What follows belongs to an exercise in optimizing a design on an open flow for small area and a short achievable clock period; a production flow would make more cautious choices. Where RTL was checked, it was by simulation tests only, not by an equivalence proof against the original.

==> module viterbi_data_forward, before the edit <==
module viterbi_data_forward(
    input         clk,
    input         rst,
    input  [7:0]  LLR0,
    input  [7:0]  LLR1,
    input         data_in_v,
    output [63:0] back_info,
    output        back_info_v
);
localparam [63:0] ATAB = {
    2'd3, 2'd2, 2'd3, 2'd2, 2'd0, 2'd1, 2'd0, 2'd1,
    2'd0, 2'd1, 2'd0, 2'd1, 2'd3, 2'd2, 2'd3, 2'd2,
    2'd1, 2'd0, 2'd1, 2'd0, 2'd2, 2'd3, 2'd2, 2'd3,
    2'd2, 2'd3, 2'd2, 2'd3, 2'd1, 2'd0, 2'd1, 2'd0};
wire [8:0] p = {LLR0[7], LLR0} + {LLR1[7], LLR1} + 9'd256;
reg  [7:0] ra, rb, na, nb;
reg  [8:0] rp, np;
reg  [9:0] rq, rnq, rpp, rnp;    
reg  [9:0] iq, inq, ipp, inp;    
reg        v1, v2, clr;
always @(posedge clk) begin
    ra  <= LLR0;
    rb  <= LLR1;
    rp  <= p;
    na  <= ~LLR0;
    nb  <= ~LLR1;
    np  <= ~p;
    rq  <= {LLR0[7], LLR0[7], LLR0} - {LLR1[7], LLR1[7], LLR1};
    rnq <= {LLR1[7], LLR1[7], LLR1} - {LLR0[7], LLR0[7], LLR0};
    rpp <= {LLR0[7], LLR0[7], LLR0} + {LLR1[7], LLR1[7], LLR1};
    rnp <= -({LLR0[7], LLR0[7], LLR0} + {LLR1[7], LLR1[7], LLR1});
    iq  <= ~({LLR0[7], LLR0[7], LLR0} - {LLR1[7], LLR1[7], LLR1});
    inq <= ~({LLR1[7], LLR1[7], LLR1} - {LLR0[7], LLR0[7], LLR0});
    ipp <= ~({LLR0[7], LLR0[7], LLR0} + {LLR1[7], LLR1[7], LLR1});
    inp <= ~(-({LLR0[7], LLR0[7], LLR0} + {LLR1[7], LLR1[7], LLR1}));
    v1  <= data_in_v & ~rst;
    v2  <= v1 & ~rst;
    clr <= rst;
end
wire go   = v1;
wire hold = ~v1 & ~clr;
wire [8:0] bm [0:7];
assign bm[0] = 9'd256;
assign bm[1] = {~ra[7], ra[7], ra[6:0]};
assign bm[2] = {~rb[7], rb[7], rb[6:0]};
assign bm[3] = rp;
assign bm[4] = 9'd256;
assign bm[5] = ~{~na[7], na[7], na[6:0]};
assign bm[6] = ~{~nb[7], nb[7], nb[6:0]};
assign bm[7] = ~np;
wire [9:0] ee [0:7];
assign ee[0] = rnp;
assign ee[1] = rq;
assign ee[2] = rnq;
assign ee[3] = rpp;
assign ee[4] = ~inp;
assign ee[5] = ~iq;
assign ee[6] = ~inq;
assign ee[7] = ~ipp;
wire [11:0] m [0:63];
genvar i;
generate
    for (i = 0; i < 32; i = i + 1) begin : bf
        localparam integer A = ATAB[2*i +: 2];
        localparam integer B = 3 - A;
        localparam integer C = (i >= 16) ? 4 : 0;    
        viterbi_add_select #(.ZA(A == 0), .ZB(B == 0)) u (
            .clk  (clk),
            .m0   (m[2*i]),
            .m1   (m[2*i+1]),
            .bA   (bm[C+A]),
            .bB   (bm[C+B]),
            .eu   (ee[C+A]),
            .ed   (ee[C+B]),
            .go   (go),
            .hold (hold),
            .du   (back_info[i]),
            .dd   (back_info[i+32]),
            .mu   (m[i]),
            .md   (m[i+32])
        );
    end
endgenerate
assign back_info_v = v2;
endmodule
export LEC_CHECK = 0
export CAP_MARGIN = 20
export CORE_MARGIN = 2
export CORE_UTILIZATION = 40
export SETUP_SLACK_MARGIN = 2.0
export SLEW_MARGIN = 20
create_clock -name core_clock -period 5.5 [get_ports {clk}]
run.sh (not shown) runs the stock make flow with config.mk's settings and CLKGATE_MAP_FILE= SYNTH_SCRIPT=/design/flow/synth_recipe.tcl, a recipe that flattens the netlist after the stock synthesis.
==> next run, changes <==
--- a/flow/design.v
+++ b/flow/design.v
@@ -59,29 +59,24 @@
     2'd1, 2'd0, 2'd1, 2'd0, 2'd2, 2'd3, 2'd2, 2'd3,
     2'd2, 2'd3, 2'd2, 2'd3, 2'd1, 2'd0, 2'd1, 2'd0};
 wire [8:0] p = {LLR0[7], LLR0} + {LLR1[7], LLR1} + 9'd256;
 reg  [7:0] ra, rb, na, nb;
 reg  [8:0] rp, np;
 reg  [9:0] rq, rnq, rpp, rnp;    
-reg  [9:0] iq, inq, ipp, inp;    
 reg        v1, v2, clr;
 always @(posedge clk) begin
     ra  <= LLR0;
     rb  <= LLR1;
     rp  <= p;
     na  <= ~LLR0;
     nb  <= ~LLR1;
     np  <= ~p;
     rq  <= {LLR0[7], LLR0[7], LLR0} - {LLR1[7], LLR1[7], LLR1};
     rnq <= {LLR1[7], LLR1[7], LLR1} - {LLR0[7], LLR0[7], LLR0};
     rpp <= {LLR0[7], LLR0[7], LLR0} + {LLR1[7], LLR1[7], LLR1};
     rnp <= -({LLR0[7], LLR0[7], LLR0} + {LLR1[7], LLR1[7], LLR1});
-    iq  <= ~({LLR0[7], LLR0[7], LLR0} - {LLR1[7], LLR1[7], LLR1});
-    inq <= ~({LLR1[7], LLR1[7], LLR1} - {LLR0[7], LLR0[7], LLR0});
-    ipp <= ~({LLR0[7], LLR0[7], LLR0} + {LLR1[7], LLR1[7], LLR1});
-    inp <= ~(-({LLR0[7], LLR0[7], LLR0} + {LLR1[7], LLR1[7], LLR1}));
     v1  <= data_in_v & ~rst;
     v2  <= v1 & ~rst;
     clr <= rst;
 end
 wire go   = v1;
 wire hold = ~v1 & ~clr;
@@ -91,21 +86,17 @@
 assign bm[2] = {~rb[7], rb[7], rb[6:0]};
 assign bm[3] = rp;
 assign bm[4] = 9'd256;
 assign bm[5] = ~{~na[7], na[7], na[6:0]};
 assign bm[6] = ~{~nb[7], nb[7], nb[6:0]};
 assign bm[7] = ~np;
-wire [9:0] ee [0:7];
+wire [9:0] ee [0:3];
 assign ee[0] = rnp;
 assign ee[1] = rq;
 assign ee[2] = rnq;
 assign ee[3] = rpp;
-assign ee[4] = ~inp;
-assign ee[5] = ~iq;
-assign ee[6] = ~inq;
-assign ee[7] = ~ipp;
 wire [11:0] m [0:63];
 genvar i;
 generate
     for (i = 0; i < 32; i = i + 1) begin : bf
         localparam integer A = ATAB[2*i +: 2];
         localparam integer B = 3 - A;
@@ -113,14 +104,14 @@
         viterbi_add_select #(.ZA(A == 0), .ZB(B == 0)) u (
             .clk  (clk),
             .m0   (m[2*i]),
             .m1   (m[2*i+1]),
             .bA   (bm[C+A]),
             .bB   (bm[C+B]),
-            .eu   (ee[C+A]),
-            .ed   (ee[C+B]),
+            .eu   (ee[A]),
+            .ed   (ee[B]),
             .go   (go),
             .hold (hold),
             .du   (back_info[i]),
             .dd   (back_info[i+32]),
             .mu   (m[i]),
             .md   (m[i+32])
Result: Cell area grows by 1.8%. Wire length is about the same. Worst hold slack got worse by 34 ps. Die area is higher by 2.6%. Final cell count rises by 3.1%.

The RTL this note starts from:
==> flow/design.v <==
module viterbi_add_select #(
    parameter ZA = 0,
    parameter ZB = 0
) (
    input             clk,
    input      [11:0] m0,       
    input      [11:0] m1,       
    input      [8:0]  bA,
    input      [8:0]  bB,
    input      [9:0]  eu,       
    input      [9:0]  ed,       
    input             go,       
    input             hold,     
    output reg        du,       
    output reg        dd,       
    output reg [11:0] mu,       
    output reg [11:0] md        
);
wire [11:0] i0 = {m0[11:8] + 4'd1, m0[7:0]};    
wire [11:0] i1 = {m1[11:8] + 4'd1, m1[7:0]};    
wire [11:0] u0 = ZA ? i0 : m0 + {3'd0, bA};
wire [11:0] u1 = ZB ? i1 : m1 + {3'd0, bB};
wire [11:0] d0 = ZB ? i0 : m0 + {3'd0, bB};
wire [11:0] d1 = ZA ? i1 : m1 + {3'd0, bA};
wire [11:0] n1 = ~m1;
wire [11:0] xu = {{2{eu[9]}}, eu};
wire [11:0] xd = {{2{ed[9]}}, ed};
wire [11:0] su = m0 ^ n1 ^ xu;
wire [11:0] cu = (m0 & n1) | (m0 & xu) | (n1 & xu);
wire [11:0] sd = m0 ^ n1 ^ xd;
wire [11:0] cd = (m0 & n1) | (m0 & xd) | (n1 & xd);
wire        gu = ~sign12(su, {cu[10:0], 1'b1});
wire        gd = ~sign12(sd, {cd[10:0], 1'b1});
function automatic sign12;
    input [11:0] x;
    input [11:0] y;
    reg   [10:0] g, p, g2, p2;
    integer j, k;
    begin
        g = x[10:0] & y[10:0];
        p = x[10:0] | y[10:0];
        for (k = 1; k < 11; k = k * 2) begin
            g2 = g;
            p2 = p;
            for (j = k; j < 11; j = j + 1) begin
                g2[j] = g[j] | (p[j] & g[j-k]);
                p2[j] = p[j] & p[j-k];
            end
            g = g2;
            p = p2;
        end
        sign12 = x[11] ^ y[11] ^ g[10];
    end
endfunction
wire su0 = go & ~gu;
wire su1 = go &  gu;
wire sd0 = go & ~gd;
wire sd1 = go &  gd;
always @(posedge clk) begin
    du <= gu;
    dd <= gd;
    mu <= ({12{su0}} & u0) | ({12{su1}} & u1) | ({12{hold}} & mu);
    md <= ({12{sd0}} & d0) | ({12{sd1}} & d1) | ({12{hold}} & md);
end
endmodule
module viterbi_data_forward(
    input         clk,
    input         rst,
    input  [7:0]  LLR0,
    input  [7:0]  LLR1,
    input         data_in_v,
    output [63:0] back_info,
    output        back_info_v
);
localparam [63:0] ATAB = {
    2'd3, 2'd2, 2'd3, 2'd2, 2'd0, 2'd1, 2'd0, 2'd1,
    2'd0, 2'd1, 2'd0, 2'd1, 2'd3, 2'd2, 2'd3, 2'd2,
    2'd1, 2'd0, 2'd1, 2'd0, 2'd2, 2'd3, 2'd2, 2'd3,
    2'd2, 2'd3, 2'd2, 2'd3, 2'd1, 2'd0, 2'd1, 2'd0};
wire [9:0] sa = {LLR0[7], LLR0[7], LLR0};
wire [9:0] sb = {LLR1[7], LLR1[7], LLR1};
reg  [7:0] ra, rb;
reg  [8:0] rp;
reg  [9:0] rq, rnq, rpp, rnp;    
reg        v1, v2, clr;
always @(posedge clk) begin
    ra  <= LLR0;
    rb  <= LLR1;
    rp  <= sa[8:0] + sb[8:0] + 9'd256;
    rq  <= sa - sb;
    rnq <= sb - sa;
    rpp <= sa + sb;
    rnp <= -(sa + sb);
    v1  <= data_in_v & ~rst;
    v2  <= v1 & ~rst;
    clr <= rst;
end
wire go   = v1;
wire hold = ~v1 & ~clr;
wire [8:0] bm [0:3];
assign bm[0] = 9'd256;
assign bm[1] = {~ra[7], ra[7], ra[6:0]};
assign bm[2] = {~rb[7], rb[7], rb[6:0]};
assign bm[3] = rp;
wire [9:0] ee [0:3];
assign ee[0] = rnp;
assign ee[1] = rq;
assign ee[2] = rnq;
assign ee[3] = rpp;
wire [11:0] m [0:63];
genvar i;
generate
    for (i = 0; i < 32; i = i + 1) begin : bf
        localparam integer A = ATAB[2*i +: 2];
        localparam integer B = 3 - A;
        viterbi_add_select #(.ZA(A == 0), .ZB(B == 0)) u (
            .clk  (clk),
            .m0   (m[2*i]),
            .m1   (m[2*i+1]),
            .bA   (bm[A]),
            .bB   (bm[B]),
            .eu   (ee[A]),
            .ed   (ee[B]),
            .go   (go),
            .hold (hold),
            .du   (back_info[i]),
            .dd   (back_info[i+32]),
            .mu   (m[i]),
            .md   (m[i+32])
        );
    end
endgenerate
assign back_info_v = v2;
endmodule
Settings: LEC_CHECK=0, CAP_MARGIN=20, CORE_MARGIN=2, CORE_UTILIZATION=40, CTS_BUF_LIST=sky130_fd_sc_hd__clkbuf_8, CTS_CLUSTER_SIZE=30, SETUP_SLACK_MARGIN=2.0, SLEW_MARGIN=20; clock period 5.5 ns.
Change:
--- a/flow/design.v
+++ b/flow/design.v
@@ -76,52 +76,68 @@
     2'd3, 2'd2, 2'd3, 2'd2, 2'd0, 2'd1, 2'd0, 2'd1,
     2'd0, 2'd1, 2'd0, 2'd1, 2'd3, 2'd2, 2'd3, 2'd2,
     2'd1, 2'd0, 2'd1, 2'd0, 2'd2, 2'd3, 2'd2, 2'd3,
     2'd2, 2'd3, 2'd2, 2'd3, 2'd1, 2'd0, 2'd1, 2'd0};
-wire [9:0] sa = {LLR0[7], LLR0[7], LLR0};
-wire [9:0] sb = {LLR1[7], LLR1[7], LLR1};
-reg  [7:0] ra, rb;
-reg  [8:0] rp;
+wire [8:0] p = {LLR0[7], LLR0} + {LLR1[7], LLR1} + 9'd256;
+reg  [7:0] ra, rb, na, nb;
+reg  [8:0] rp, np;
 reg  [9:0] rq, rnq, rpp, rnp;    
+reg  [9:0] iq, inq, ipp, inp;    
 reg        v1, v2, clr;
 always @(posedge clk) begin
     ra  <= LLR0;
     rb  <= LLR1;
-    rp  <= sa[8:0] + sb[8:0] + 9'd256;
-    rq  <= sa - sb;
-    rnq <= sb - sa;
-    rpp <= sa + sb;
-    rnp <= -(sa + sb);
+    rp  <= p;
+    na  <= ~LLR0;
+    nb  <= ~LLR1;
+    np  <= ~p;
+    rq  <= {LLR0[7], LLR0[7], LLR0} - {LLR1[7], LLR1[7], LLR1};
+    rnq <= {LLR1[7], LLR1[7], LLR1} - {LLR0[7], LLR0[7], LLR0};
+    rpp <= {LLR0[7], LLR0[7], LLR0} + {LLR1[7], LLR1[7], LLR1};
+    rnp <= -({LLR0[7], LLR0[7], LLR0} + {LLR1[7], LLR1[7], LLR1});
+    iq  <= ~({LLR0[7], LLR0[7], LLR0} - {LLR1[7], LLR1[7], LLR1});
+    inq <= ~({LLR1[7], LLR1[7], LLR1} - {LLR0[7], LLR0[7], LLR0});
+    ipp <= ~({LLR0[7], LLR0[7], LLR0} + {LLR1[7], LLR1[7], LLR1});
+    inp <= ~(-({LLR0[7], LLR0[7], LLR0} + {LLR1[7], LLR1[7], LLR1}));
     v1  <= data_in_v & ~rst;
     v2  <= v1 & ~rst;
     clr <= rst;
 end
 wire go   = v1;
 wire hold = ~v1 & ~clr;
-wire [8:0] bm [0:3];
+wire [8:0] bm [0:7];
 assign bm[0] = 9'd256;
 assign bm[1] = {~ra[7], ra[7], ra[6:0]};
 assign bm[2] = {~rb[7], rb[7], rb[6:0]};
 assign bm[3] = rp;
-wire [9:0] ee [0:3];
+assign bm[4] = 9'd256;
+assign bm[5] = ~{~na[7], na[7], na[6:0]};
+assign bm[6] = ~{~nb[7], nb[7], nb[6:0]};
+assign bm[7] = ~np;
+wire [9:0] ee [0:7];
 assign ee[0] = rnp;
 assign ee[1] = rq;
 assign ee[2] = rnq;
 assign ee[3] = rpp;
+assign ee[4] = ~inp;
+assign ee[5] = ~iq;
+assign ee[6] = ~inq;
+assign ee[7] = ~ipp;
 wire [11:0] m [0:63];
 genvar i;
 generate
     for (i = 0; i < 32; i = i + 1) begin : bf
         localparam integer A = ATAB[2*i +: 2];
         localparam integer B = 3 - A;
+        localparam integer C = (i >= 16) ? 4 : 0;    
         viterbi_add_select #(.ZA(A == 0), .ZB(B == 0)) u (
             .clk  (clk),
             .m0   (m[2*i]),
             .m1   (m[2*i+1]),
-            .bA   (bm[A]),
-            .bB   (bm[B]),
-            .eu   (ee[A]),
-            .ed   (ee[B]),
+            .bA   (bm[C+A]),
+            .bB   (bm[C+B]),
+            .eu   (ee[C+A]),
+            .ed   (ee[C+B]),
             .go   (go),
             .hold (hold),
             .du   (back_info[i]),
             .dd   (back_info[i+32]),
The new run produced a clean layout. Synthesized area rose by 3.5%. Worst hold slack loses 0.022 ns. Final area fell by 3.5%. Clock-buffer cell count fell by 12. Worst setup slack gains 0.39 ns. Synthesized cell count rose by 5.9%. Sequential share of layout area rose by 1.6 points. Wire length rose by 5.2%. Core utilization fell by 3.4 points. Global-route usage rose by 0.41 points. Clock skew rose by 0.020 ns.
The RTL of the first run of this note was laid out without a check of its function.

[re-timing with driven ports]
The flow's constraints put no driver on any port. The routed layouts listed below were extracted and timed again, unchanged, in two steps.
Step 1 assumes that a clkbuf_16 drives the clock port and a buf_2 every other input.
Step 2 times the ports against the registers' clock, not the clock port: input delays grow and output delays shrink by t, the midpoint of the rising clock arrivals with the driver on.
Three values: ideal, step 1, step 2; two values: the first two.
run	t (ns)	setup slack, ns	hold WS [ns]	worst setup path at the end	slew at the worst register clock pin (ns)
the first run of note 1	0.916	1.976 / 1.976 / 1.233	0.507 / 0.507 / 0.507	input to register	0.07 / 0.07
the second run of note 1	0.911	1.976 / 1.976 / 1.356	0.473 / 0.473 / 0.473	input to register	0.07 / 0.07
the first run of note 2	1.104	1.420 / 1.420 / 1.330	0.531 / 0.531 / 0.531	input to register	0.07 / 0.07
the second run of note 2	1.122	1.805 / 1.805 / 1.026	0.509 / 0.509 / 0.509	input to register	0.08 / 0.08
After both steps every run listed still meets setup and hold. For the second run of note 2, which loses most, drivers alone change the setup slack by 0.000 ns; drivers and shift together by -0.779 ns.
